Context: an optimization exercise on an open-source flow, tuned for small area. The choices shown serve that exercise and are no tape-out recipe.
The RTL was checked by simulation tests, not by an equivalence proof against the original design.

Setup of run 1:
Design sound, start of the top module:
module sound(sys_CLK, rst, button, replay, key, high, low, audio, light);
  input         sys_CLK;
  input         rst;
  input  [2:0]  button;
  input         replay;
  input  [6:0]  key;
  input         high, low;
  output        audio;
  output [10:0] light;
  assign light = {replay, button, key};
  reg  [13:0] m;         
  reg  [14:0] w;         
  reg         audiof;
  reg  [4:0]  j;         
  reg  [4:0]  jd;        
  reg         f;         
  reg  [6:0]  len;       
  reg  [5:0]  track_c;   
  reg  [4:0]  last;      
  reg  [254:0] ring;     
  reg  [5:0]  p;         
  reg         clr;       
  assign audio = (|button || |key) ? audiof : 1'b1;
  wire tick4 = (m == 14'd0);
  wire [13:0] m_n = {m[12:0], m[13] ^ m[0] ^ m[1] ^ m[11] ^ (m[12:0] == 13'd0)};
  wire [14:0] w_n = {w[13:0], w[14] ^ w[13] ^ (w[13:0] == 14'd0)};
  localparam [639:0] SONG1_T = 640'h842108421084210842108421084210842108421084210842108421084210842108421084210842108421084210842108421084210842108421084210842010c23180410846218405284631802108c43;
  function [4:0] song1;
    input [6:0] a;
    song1 = SONG1_T[a * 5 +: 5];
  endfunction
  ...
Size: about 320 flip-flops, ~27 I/O pins, roughly 8700 um^2 of cells after synthesis.
==> flow/config.mk <==
export PLATFORM = sky130hd
export DESIGN_NAME = sound
export DESIGN_NICKNAME = sound
export VERILOG_FILES = /design/flow/design.v
export SDC_FILE = /design/flow/constraint.sdc
export NUM_CORES = 4
export LEC_CHECK = 0
export ABC_AREA = 1
export CAP_MARGIN = 20
export CORE_MARGIN = 2
export CORE_UTILIZATION = 40
export SLEW_MARGIN = 20
==> flow/constraint.sdc <==
create_clock -name core_clock -period 10.0 [get_ports {sys_CLK}]
set_input_delay 2.0000 -clock core_clock [delete_from_list [all_inputs] [get_ports {sys_CLK}]]
set_output_delay 2.0000 -clock core_clock [all_outputs]
set_load 0.01 [all_outputs]
standard.sh (not shown) runs the stock make flow with config.mk's settings and CLKGATE_MAP_FILE= SYNTH_SCRIPT=/design/flow/synth_recipe.tcl, a recipe that flattens the netlist after the stock synthesis.
==> flow/flow/run.sh <==
#!/bin/bash
# Own layout flow: the standard layout (standard.sh) with two changes:
#  - synthesis maps the logic with an area-oriented ABC script (abc_area.script
#    here) in place of ORFS's, and leaves adders to ABC (no half/full adder
#    cells); everything else in synthesis is the standard flow's own (synth_recipe.tcl),
#    so the registers are the standard synthesis's;
#  - clock tree synthesis uses larger sink clusters, a smaller root buffer
#    and no dummy loads
#    (cts_args here);
#  - the input and output ports are buffered with sky130_fd_sc_hd__buf_1.
# Each step's full output goes to a log file in this folder.
set -euo pipefail
W=$(pwd)
rm -rf "$W/scripts_area"
cp -r "$FLOW_HOME/scripts" "$W/scripts_area"
cp "$W/flow/abc_area.script" "$W/scripts_area/abc_area.script"
bash "$W/standard.sh" ABC_AREA=1 SCRIPTS_DIR="$W/scripts_area" ADDER_MAP_FILE= synth > "$W/synth.log" 2>&1
export CTS_ARGS="$(cat "$W/flow/cts_args")"
bash "$W/standard.sh" "CTS_ARGS=$CTS_ARGS" \
  "BUFFER_PORTS_ARGS=-buffer_cell sky130_fd_sc_hd__buf_1" > "$W/layout.log" 2>&1
==> flow/flow/abc_area.script <==
strash
&get -n
&deepsyn -T 60
&put
dch -f
map -a
mfs2
strash
dch -f
map -a
mfs2
strash
dch -f
amap
==> flow/flow/cts_args <==
-sink_clustering_enable -repair_clock_nets -dont_use_dummy_load -sink_clustering_size 18 -sink_clustering_max_diameter 60 -buf_list sky130_fd_sc_hd__clkbuf_8 -root_buf sky130_fd_sc_hd__clkbuf_4
Run 1 finished end to end and its layout was clean on timing, DRC and antenna.
### run 1 -> run 2
--- a/flow/flow/run.sh
+++ b/flow/flow/run.sh
@@ -4,5 +4,3 @@
-#    here) in place of ORFS's, and leaves adders to ABC (no half/full adder
-#    cells); everything else in synthesis is the standard flow's own (synth_recipe.tcl),
-#    so the registers are the standard synthesis's;
-#  - clock tree synthesis uses larger sink clusters, a smaller root buffer
-#    and no dummy loads
+#    here) in place of ORFS's; everything else in synthesis is the standard flow's own
+#    (synth_recipe.tcl), so the registers are the standard synthesis's;
+#  - clock tree synthesis uses larger sink clusters and no dummy loads
@@ -17 +15 @@
-bash "$W/standard.sh" ABC_AREA=1 SCRIPTS_DIR="$W/scripts_area" ADDER_MAP_FILE= synth > "$W/synth.log" 2>&1
+bash "$W/standard.sh" ABC_AREA=1 SCRIPTS_DIR="$W/scripts_area" synth > "$W/synth.log" 2>&1
==> flow/flow/abc_area.script <==
strash
&get -n
&deepsyn -T 180
&put
dch -f
map -a
mfs2
strash
dch -f
map -a
==> flow/flow/cts_args <==
-sink_clustering_enable -repair_clock_nets -dont_use_dummy_load -sink_clustering_size 34 -sink_clustering_max_diameter 70 -buf_list sky130_fd_sc_hd__clkbuf_16
### Flow results
Compared with run 1, run 2 shows a detailed placer's ending HPWL that is 490 um higher.
Delta (run 2 minus run 1): number of gates on the worst path with buffers counted now larger, number of inserted diodes fell 1.
The final reports for run 2 and run 1 show buffer and inverter count on the worst path higher in the former.
The inputs of run 3 differ from those of run 2 as listed below.
==> flow/flow/cts_args <==
-sink_clustering_enable -repair_clock_nets -dont_use_dummy_load -sink_clustering_size 18 -sink_clustering_max_diameter 60 -buf_list sky130_fd_sc_hd__clkbuf_8
==> comparison <==
On worst hold margin: between run 3 and run 2, it ends up higher for run 3. The layout-stage area growth over the synthesis result of run 3 falls short of that of run 2 by 0.41 points. Run 2 and run 3 ended up with roughly the same width of the die. Compared to run 2, run 3 was floorplanned on a smaller die.
Here is what was changed in the inputs of run 4 compared with run 3.
--- a/flow/flow/run.sh
+++ b/flow/flow/run.sh
@@ -4,2 +4,3 @@
-#    here) in place of ORFS's; everything else in synthesis is the standard flow's own
-#    (synth_recipe.tcl), so the registers are the standard synthesis's;
+#    here) in place of ORFS's, and leaves adders to ABC (no half/full adder
+#    cells); everything else in synthesis is the standard flow's own (synth_recipe.tcl),
+#    so the registers are the standard synthesis's;
@@ -15 +16 @@
-bash "$W/standard.sh" ABC_AREA=1 SCRIPTS_DIR="$W/scripts_area" synth > "$W/synth.log" 2>&1
+bash "$W/standard.sh" ABC_AREA=1 SCRIPTS_DIR="$W/scripts_area" ADDER_MAP_FILE= synth > "$W/synth.log" 2>&1
--- a/flow/flow/abc_area.script
+++ b/flow/flow/abc_area.script
@@ -3 +3 @@
-&deepsyn -T 180
+&deepsyn -T 60
--- outcome ---
Of run 4 and run 3, the higher global routing usage summed across all routing layers belongs to run 3. Against run 3, non-filler instance count after layout in run 4 fell by a few percent. Comparing die area for run 4 and run 3, the smaller number came from run 4. Simple-gate area share of the yosys netlist was higher in run 4 than in run 3.

-- what the ideal ports hide --
Ports are ideal in the flow. The routed layouts listed here were re-timed in OpenROAD. Step 1, drivers: a clkbuf_16 drives sys_CLK and a buf_2 each remaining input, both assumed. Step 2 also shifts input and output timing later by t, the mid clock arrival at the registers, as if the neighbouring blocks saw the same clock. Three values: no drivers, after step 1, after step 2; two values: the first two.
run | shift t [ns] | slack for setup (ns) | worst setup path after step 2 | pins driven straight from the clock port
run 1 | 0.682 | 4.868 / 4.886 / 4.204 | input to register | 1
run 2 | 0.516 | 4.717 / 4.741 / 4.225 | input to register | 1
run 3 | 0.540 | 4.952 / 4.931 / 4.810 | input to register | 1
run 4 | 0.532 | 4.933 / 4.912 / 4.841 | input to register | 1
After both steps setup and hold are still met in every run listed. The setup slack of run 1, which loses most, moves by +0.018 ns with the drivers and by -0.664 ns with both steps.
